Source: an optimization exercise on an open RTL-to-GDS flow (aim: small area, a short achievable clock period and few clock cycles per item). Production flows keep margins and buffers that such runs may drop. Only the layout flow was run in this run; the RTL was not checked for function there.

==> design/flow/constraint.sdc <==
create_clock -name core_clock -period 5.5 [get_ports {clk}]
set_input_delay 1.1000 -clock core_clock [delete_from_list [all_inputs] [get_ports {clk}]]
set_output_delay 1.1000 -clock core_clock [all_outputs]
set_load 0.01 [all_outputs]
==> design/flow/design.v <==
module sort_32_u8(
    input clk,
    input rst_n,
    input vld_in,
    input [7:0] din_0,
    input [7:0] din_1,
    input [7:0] din_2,
    input [7:0] din_3,
    input [7:0] din_4,
    input [7:0] din_5,
    input [7:0] din_6,
    input [7:0] din_7,
    input [7:0] din_8,
    input [7:0] din_9,
    input [7:0] din_10,
    input [7:0] din_11,
    input [7:0] din_12,
    input [7:0] din_13,
    input [7:0] din_14,
    input [7:0] din_15,
    input [7:0] din_16,
    input [7:0] din_17,
    input [7:0] din_18,
    input [7:0] din_19,
    input [7:0] din_20,
    input [7:0] din_21,
    input [7:0] din_22,
    input [7:0] din_23,
    input [7:0] din_24,
    input [7:0] din_25,
    input [7:0] din_26,
    input [7:0] din_27,
    input [7:0] din_28,
    input [7:0] din_29,
    input [7:0] din_30,
    input [7:0] din_31,
    output vld_out,
    output [7:0] dout_0,
    output [7:0] dout_1,
    output [7:0] dout_2,
    output [7:0] dout_3,
    output [7:0] dout_4,
    output [7:0] dout_5,
    output [7:0] dout_6,
    output [7:0] dout_7,
    output [7:0] dout_8,
    output [7:0] dout_9,
    output [7:0] dout_10,
    output [7:0] dout_11,
    output [7:0] dout_12,
    output [7:0] dout_13,
    output [7:0] dout_14,
    output [7:0] dout_15,
    output [7:0] dout_16,
    output [7:0] dout_17,
    output [7:0] dout_18,
    output [7:0] dout_19,
    output [7:0] dout_20,
    output [7:0] dout_21,
    output [7:0] dout_22,
    output [7:0] dout_23,
    output [7:0] dout_24,
    output [7:0] dout_25,
    output [7:0] dout_26,
    output [7:0] dout_27,
    output [7:0] dout_28,
    output [7:0] dout_29,
    output [7:0] dout_30,
    output [7:0] dout_31
);
    reg [3:0] cnt;
    reg busy;
    reg [7:0] r [0:31];
    always @(posedge clk or negedge rst_n) begin
        if (!rst_n) begin
            cnt <= 0;
            busy <= 1'b0;
        end else if (vld_in) begin
            cnt <= 1;
            busy <= 1'b1;
        end else if (busy) begin
            cnt <= cnt + 1'b1;
            if (cnt == 11) busy <= 1'b0;
        end
    end
    assign vld_out = busy && (cnt == 11);
    wire [3:0] cs = vld_in ? 4'd0 : cnt;
    reg [15:0] en0, mn0;
    reg [15:0] en1, mn1;
    always @(*) begin
        en0 = 16'd0; mn0 = 16'd0;
        case (cnt)
            4'd1: begin en0 = 16'hffff; mn0 = 16'h00ff; end
            4'd3: begin en0 = 16'hffff; mn0 = 16'h00ff; end
            4'd5: begin en0 = 16'hffff; mn0 = 16'h00ff; end
            4'd6: begin en0 = 16'hffff; mn0 = 16'h3333; end
            4'd7: begin en0 = 16'hffff; mn0 = 16'h00ff; end
            4'd8: begin en0 = 16'hffff; mn0 = 16'h3333; end
            4'd9: begin en0 = 16'hffff; mn0 = 16'hffff; end
            4'd10: begin en0 = 16'hffff; mn0 = 16'hffff; end
            4'd11: begin en0 = 16'hffff; mn0 = 16'hffff; end
            default: ;
        endcase
    end
    always @(*) begin
        en1 = 16'd0; mn1 = 16'd0;
        case (cnt)
            4'd3: begin en1 = 16'hffff; mn1 = 16'h00ff; end
            4'd5: begin en1 = 16'hffff; mn1 = 16'h00ff; end
            4'd7: begin en1 = 16'hffff; mn1 = 16'h00ff; end
            4'd8: begin en1 = 16'hffff; mn1 = 16'h3333; end
            4'd9: begin en1 = 16'hffff; mn1 = 16'hffff; end
            4'd10: begin en1 = 16'hffff; mn1 = 16'hffff; end
            default: ;
        endcase
    end
    wire [7:0] din [0:31];
    assign din[0] = din_0;
    assign din[1] = din_1;
    assign din[2] = din_2;
    assign din[3] = din_3;
    assign din[4] = din_4;
    assign din[5] = din_5;
    assign din[6] = din_6;
    assign din[7] = din_7;
    assign din[8] = din_8;
    assign din[9] = din_9;
    assign din[10] = din_10;
    assign din[11] = din_11;
    assign din[12] = din_12;
    assign din[13] = din_13;
    assign din[14] = din_14;
    assign din[15] = din_15;
    assign din[16] = din_16;
    assign din[17] = din_17;
    assign din[18] = din_18;
    assign din[19] = din_19;
    assign din[20] = din_20;
    assign din[21] = din_21;
    assign din[22] = din_22;
    assign din[23] = din_23;
    assign din[24] = din_24;
    assign din[25] = din_25;
    assign din[26] = din_26;
    assign din[27] = din_27;
    assign din[28] = din_28;
    assign din[29] = din_29;
    assign din[30] = din_30;
    assign din[31] = din_31;
    wire [7:0] v0 [0:31];
    wire [7:0] v1 [0:31];
    wire [7:0] v2 [0:31];
    wire [7:0] w0 [0:31];
    wire [7:0] w1 [0:31];
    genvar i;
    generate for (i = 0; i < 32; i = i + 1) begin : g_in
        assign v0[i] = r[i];
    end endgenerate
    assign w0[0] = v0[0];
    assign w0[1] = v0[4];
    assign w0[2] = v0[8];
    assign w0[3] = v0[12];
    assign w0[4] = v0[16];
    assign w0[5] = v0[20];
    assign w0[6] = v0[24];
    assign w0[7] = v0[28];
    assign w0[8] = v0[2];
    assign w0[9] = v0[6];
    assign w0[10] = v0[10];
    assign w0[11] = v0[14];
    assign w0[12] = v0[18];
    assign w0[13] = v0[22];
    assign w0[14] = v0[26];
    assign w0[15] = v0[30];
    assign w0[16] = v0[1];
    assign w0[17] = v0[5];
    assign w0[18] = v0[9];
    assign w0[19] = v0[13];
    assign w0[20] = v0[17];
    assign w0[21] = v0[21];
    assign w0[22] = v0[25];
    assign w0[23] = v0[29];
    assign w0[24] = v0[3];
    assign w0[25] = v0[7];
    assign w0[26] = v0[11];
    assign w0[27] = v0[15];
    assign w0[28] = v0[19];
    assign w0[29] = v0[23];
    assign w0[30] = v0[27];
    assign w0[31] = v0[31];
    generate for (i = 0; i < 16; i = i + 1) begin : g_ce0
        wire [7:0] a = w0[2*i];
        wire [7:0] b = w0[2*i+1];
        wire sw = en0[i] & ((a > b) ~^ mn0[i]);
        wire [7:0] lo = sw ? b : a;
        wire [7:0] hi = sw ? a : b;
        assign v1[2*i]   = lo;
        assign v1[2*i+1] = hi;
    end endgenerate
    assign w1[0] = v1[0];
    assign w1[1] = v1[2];
    assign w1[2] = v1[1];
    assign w1[3] = v1[3];
    assign w1[4] = v1[4];
    assign w1[5] = v1[6];
    assign w1[6] = v1[5];
    assign w1[7] = v1[7];
    assign w1[8] = v1[8];
    assign w1[9] = v1[10];
    assign w1[10] = v1[9];
    assign w1[11] = v1[11];
    assign w1[12] = v1[12];
    assign w1[13] = v1[14];
    assign w1[14] = v1[13];
    assign w1[15] = v1[15];
    assign w1[16] = v1[16];
    assign w1[17] = v1[18];
    assign w1[18] = v1[17];
    assign w1[19] = v1[19];
    assign w1[20] = v1[20];
    assign w1[21] = v1[22];
    assign w1[22] = v1[21];
    assign w1[23] = v1[23];
    assign w1[24] = v1[24];
    assign w1[25] = v1[26];
    assign w1[26] = v1[25];
    assign w1[27] = v1[27];
    assign w1[28] = v1[28];
    assign w1[29] = v1[30];
    assign w1[30] = v1[29];
    assign w1[31] = v1[31];
    generate for (i = 0; i < 16; i = i + 1) begin : g_ce1
        wire [7:0] a = w1[2*i];
        wire [7:0] b = w1[2*i+1];
        wire sw = en1[i] & ((a > b) ~^ mn1[i]);
        wire [7:0] lo = sw ? b : a;
        wire [7:0] hi = sw ? a : b;
        assign v2[2*i]   = lo;
        assign v2[2*i+1] = hi;
    end endgenerate
    integer k;
    always @(posedge clk) begin
        for (k = 0; k < 32; k = k + 1)
            r[k] <= vld_in ? din[k] : v2[k];
    end
    assign dout_0 = v1[0];
    assign dout_1 = v1[1];
    assign dout_2 = v1[16];
    assign dout_3 = v1[17];
    assign dout_4 = v1[8];
    assign dout_5 = v1[9];
    assign dout_6 = v1[24];
    assign dout_7 = v1[25];
    assign dout_8 = v1[4];
    assign dout_9 = v1[5];
    assign dout_10 = v1[20];
    assign dout_11 = v1[21];
    assign dout_12 = v1[12];
    assign dout_13 = v1[13];
    assign dout_14 = v1[28];
    assign dout_15 = v1[29];
    assign dout_16 = v1[2];
    assign dout_17 = v1[3];
    assign dout_18 = v1[18];
    assign dout_19 = v1[19];
    assign dout_20 = v1[10];
    assign dout_21 = v1[11];
    assign dout_22 = v1[26];
    assign dout_23 = v1[27];
    assign dout_24 = v1[6];
    assign dout_25 = v1[7];
    assign dout_26 = v1[22];
    assign dout_27 = v1[23];
    assign dout_28 = v1[14];
    assign dout_29 = v1[15];
    assign dout_30 = v1[30];
    assign dout_31 = v1[31];
endmodule
==> design/flow/run.sh <==
#!/bin/bash
# synth_recipe.tcl (not shown) runs the flow's synth.tcl, then flattens the netlist and writes it again
# the make line also repeats each setting of config.mk as NAME=value (left out here)
make -C /OpenROAD-flow-scripts/flow DESIGN_CONFIG=/design/flow/config.mk WORK_HOME=/design/flow/orfs CLKGATE_MAP_FILE= SYNTH_SCRIPT=/design/flow/synth_recipe.tcl finish
==> design/flow/config.mk <==
export PLATFORM = sky130hd
export DESIGN_NAME = sort_32_u8
export DESIGN_NICKNAME = sort_32_u8
export VERILOG_FILES = /design/flow/design.v
export SDC_FILE = /design/flow/constraint.sdc
export NUM_CORES = 8
export LEC_CHECK = 0
export CAP_MARGIN = 20
export CORE_MARGIN = 2
export CORE_UTILIZATION = 25
export PLACE_DENSITY = 0.35
export SLEW_MARGIN = 20
==> impl_metrics.py <==
metrics = {
    "yosys": {
        "synth-edff-count": 0,
        "syn_area_um2": 19760,
        "synth.largest_area_cell": "dfxtp_1",
        "synth_flop_cell": "dfxtp_1",
        "ys_ff_latch": 261,
        "yosysSeqAreaShare_pct": 26.57,
        "syn_avg_cell_area_um2": 8.683,
        "synth.most_common_cell": "inv_1",
        "yosys_warnings": 2,
        "async_flop_share_pct": 1.916,
        "synth_cell_types": 67,
        "synthCells": 2276,
        "synthTopCellsByArea": "dfxtp_1 26%, ha_1 16%, mux2i_1 13%",
        "synth_top_area_share_pct": 25.93,
        "syn-num-nets": 2795,
        "synth_top_cells_by_count": "534 x inv_1, 260 x ha_1, 256 x dfxtp_1",
    },
    "sta": {
        "hold_viol": 0,
        "clock_skew_ps": 28.27,
        "maxSlewHeadroom_pct": 30.50,
        "setup_viol": 0,
        "fin_crit_sh_pct": 98.75,
        "worst_pin_slew_ps": 1037,
        "post-route-min-period_ps": 5431,
        "slew_viol_final": 0,
        "tns_ps": 0,
        "rsz0062_at_grt": "true",
        "fmax_mhz": 184.1,
    },
    "layout": {
        "layout.cells.non_filler": 4023,
        "utilization_pct": 36.62,
        "drive_above_1_share_pct": 11.12,
        "syn_to_final_growth_pct": 45.67,
        "layout.nets": 3461,
        "fillers": 8201,
    },
    "clock_tree": {
        "clk_root_buffer_cell": "clkbuf_16",
        "insertion_delay_ps": 560,
        "clockBufferDepth": 3,
        "cts_tree": "done",
        "cts.sinks": 261,
        "clk_pin_slew_ps": 60,
        "htreeDepth": 2,
        "cts_inserted_buffers": 36,
        "cts.hold.buffers_added": 0,
    },
    "drt": {
        "dr.pass1.iters": 10,
        "drt_iter0_markers": 2251,
        "antenna_left": 0,
        "wl_um": 108100,
        "drc": 0,
        "wire_per_inst_um": 26.86,
        "viasPerCell": 5.053,
        "num_vias": 20328,
    },
    "floorplan": {
        "die_h_um": 285.2,
        "die_w_um": 285.2,
        "die_area_um2": 81320,
        "initial_core_util_pct": 25.14,
        "num_io_pins": 516,
        "core_area_um2": 78610,
        "num_rows": 103,
    },
    "setup_path": {
        "critPathKind": "reg -> out",
        "critPathBufInv": 3,
        "cpPeakStageDelay_ps": 840,
        "required_ps": 4400,
        "crit_family": "multiplexers",
        "path_cells": "inv_1 -> ha_1 -> nor2b_4 -> a2bb2oi_4 -> a211o_4 -> mux2i_4 -> mux2i_1 -> inv_1 -> clkdlybuf4s50_1",
        "cp_common_cell": "inv_1",
        "worst-path-max-fanout": 9,
        "slowest_stage": "mux2i_1",
        "worstPathArrival_ps": 4330,
        "cp-end-kind": "output port",
        "start_kind": "flip-flop",
    },
    "worst_hold_path": {
        "hold_path.class": "reg -> reg",
    },
    "global_routing": {
        "antenna_found_initial": 5,
        "grt_pass1_vias": 20661,
        "grtUsageTotal_pct": 25.61,
        "grt_overflow": 0,
        "grt_max_degree": 99,
        "grt_pass1_wl_um": 150100,
    },
    "placement": {
        "gp_congestion": 0.9392,
        "placed_cells": 3947,
        "dp_hpwl_um": 92610,
        "numPortBuffers": 515,
    },
    "job": {
        "drv_cap": 0,
    },
    "status": {
        "outcome": "no timing/DRC/antenna violations",
    },
}
[registers in the layout (all words and copies together) (netlist names)]
name and flops:
busy 1, cnt 4, r 256
[layout make-up]
| type | instances | area, µm² | area share (%) |
|---|---|---|---|
| Inverter | 535 | 2008 | 6.976 |
| Tap cell | 1050 | 1314 | 4.564 |
| Antenna cell | 5 | 12.51 | 0.04346 |
| Multi-Input combinational cell | 1389 | 12190 | 42.33 |
| Clock inverter | 13 | 231.5 | 0.8041 |
| Sequential cell | 261 | 5250 | 18.24 |
| Timing Repair Buffer | 719 | 6725 | 23.36 |
| Clock buffer | 51 | 1060 | 3.681 |
[cells in the final DEF, fill, tap and decap left out, types with 33 or more instances in the layout]
cell type	netlist	layout
inv_1	534	534
clkdlybuf4s50_1	0	514
ha_1	260	260
dfxtp_1	256	256
mux2i_1	254	245
buf_4	13	201
nor2b_1	153	151
a222oi_1	139	139
a221oi_1	117	116
a21oi_1	117	114
nand4_1	53	53
o21ai_0	42	42
nand2_1	40	40
clkbuf_16	0	38
nor2_1	34	33
[final timing paths]
check / start / end / slack (ps) / cells past startpoint
min reg2reg: busy / cnt[0] / 610 / 2
max in group asynchronous: rst_n / cnt[2] / 4490 / 1
max: cnt[0] / dout_18[0] / 70 / 9
max reg2reg: cnt[0] / r[17][7] / 160 / 16
min: busy / cnt[0] / 610 / 2
min in group asynchronous: rst_n / cnt[0] / 780 / 1
[worst register-to-register path, stage by stage (launching register included)]
cell and delay [ps]:
dfrtp_1 540, inv_1 110, ha_1 370, nor2b_4 250
a2bb2oi_4 80, a211o_4 360, nand3_2 100, and2_2 270
buf_4 250, mux2i_1 500, inv_1 180, ha_1 340
a21oi_1 140, o21ai_0 110, o22ai_2 300, mux2_2 540
a222oi_1 730
[through the flow]
stage                     instance area (µm²)  hold WS (ps)  setup slack (ps)
after global routing                    28780         645.2            -34.55
after floorplan                         19760         555.0              1266
final                                   28790         611.9             68.55
after detailed placement                27340         606.9            -252.0
after global placement                  27340         602.6            -275.1
after CTS                               28670         615.3             95.85
[repair_timing]
action	in CTS	in global routing
endpoints found under the hold margin	0	0
pin swaps	3	1
buffers inserted	1	6
resized for setup	7	11
setup endpoints to repair	34	36
[logic make-up after synthesis]
logic type,share of synthesized area [%]
AO/OA/AOI/OAI,20.29
XOR/XNOR,0.3102
adder cells (fa/ha/maj),16.46
buffers and inverters,12.21
flip-flops,26.57
multiplexers,14.18
AND/OR/NAND/NOR,9.984
[per-layer routing]
layer / GRT usage (%) / up-vias / part of all wire (%)
met5: 0 / - / 0.012
met4: 8.508 / 2 / 3.4
met3: 3.864 / 135 / 5.3
met2: 43.07 / 721 / 47
met1: 33.39 / 9910 / 44
li1: - / 9560 / -

[what the ideal ports hide]
In the flow no input, the clock included, has a driving cell. The finished layout below was timed again as built, in two steps.
Step 1: set_driving_cell puts a clkbuf_16 on clk and a buf_2 on each other input, an assumption about the parent block.
Step 2 moves the port delays by t, midway between the first and last clock arrival at a register: inputs arrive t later, outputs are due t later. That takes back most of the time a late clock gives input paths.
Three values: ideal, step 1, step 2; two values: the first two.
shift t [ns]: 0.617
setup slack, ns: 0.069 / 0.001 / 0.156
worst register clock-pin slew, ns: 0.06 / 0.06
worst slew at a driven data input, ns: 0.09
cell pins on the clock port's net: 1
After both steps this run still meets setup and hold. For this run, drivers alone change the setup slack by -0.068 ns; drivers and shift together by +0.087 ns.
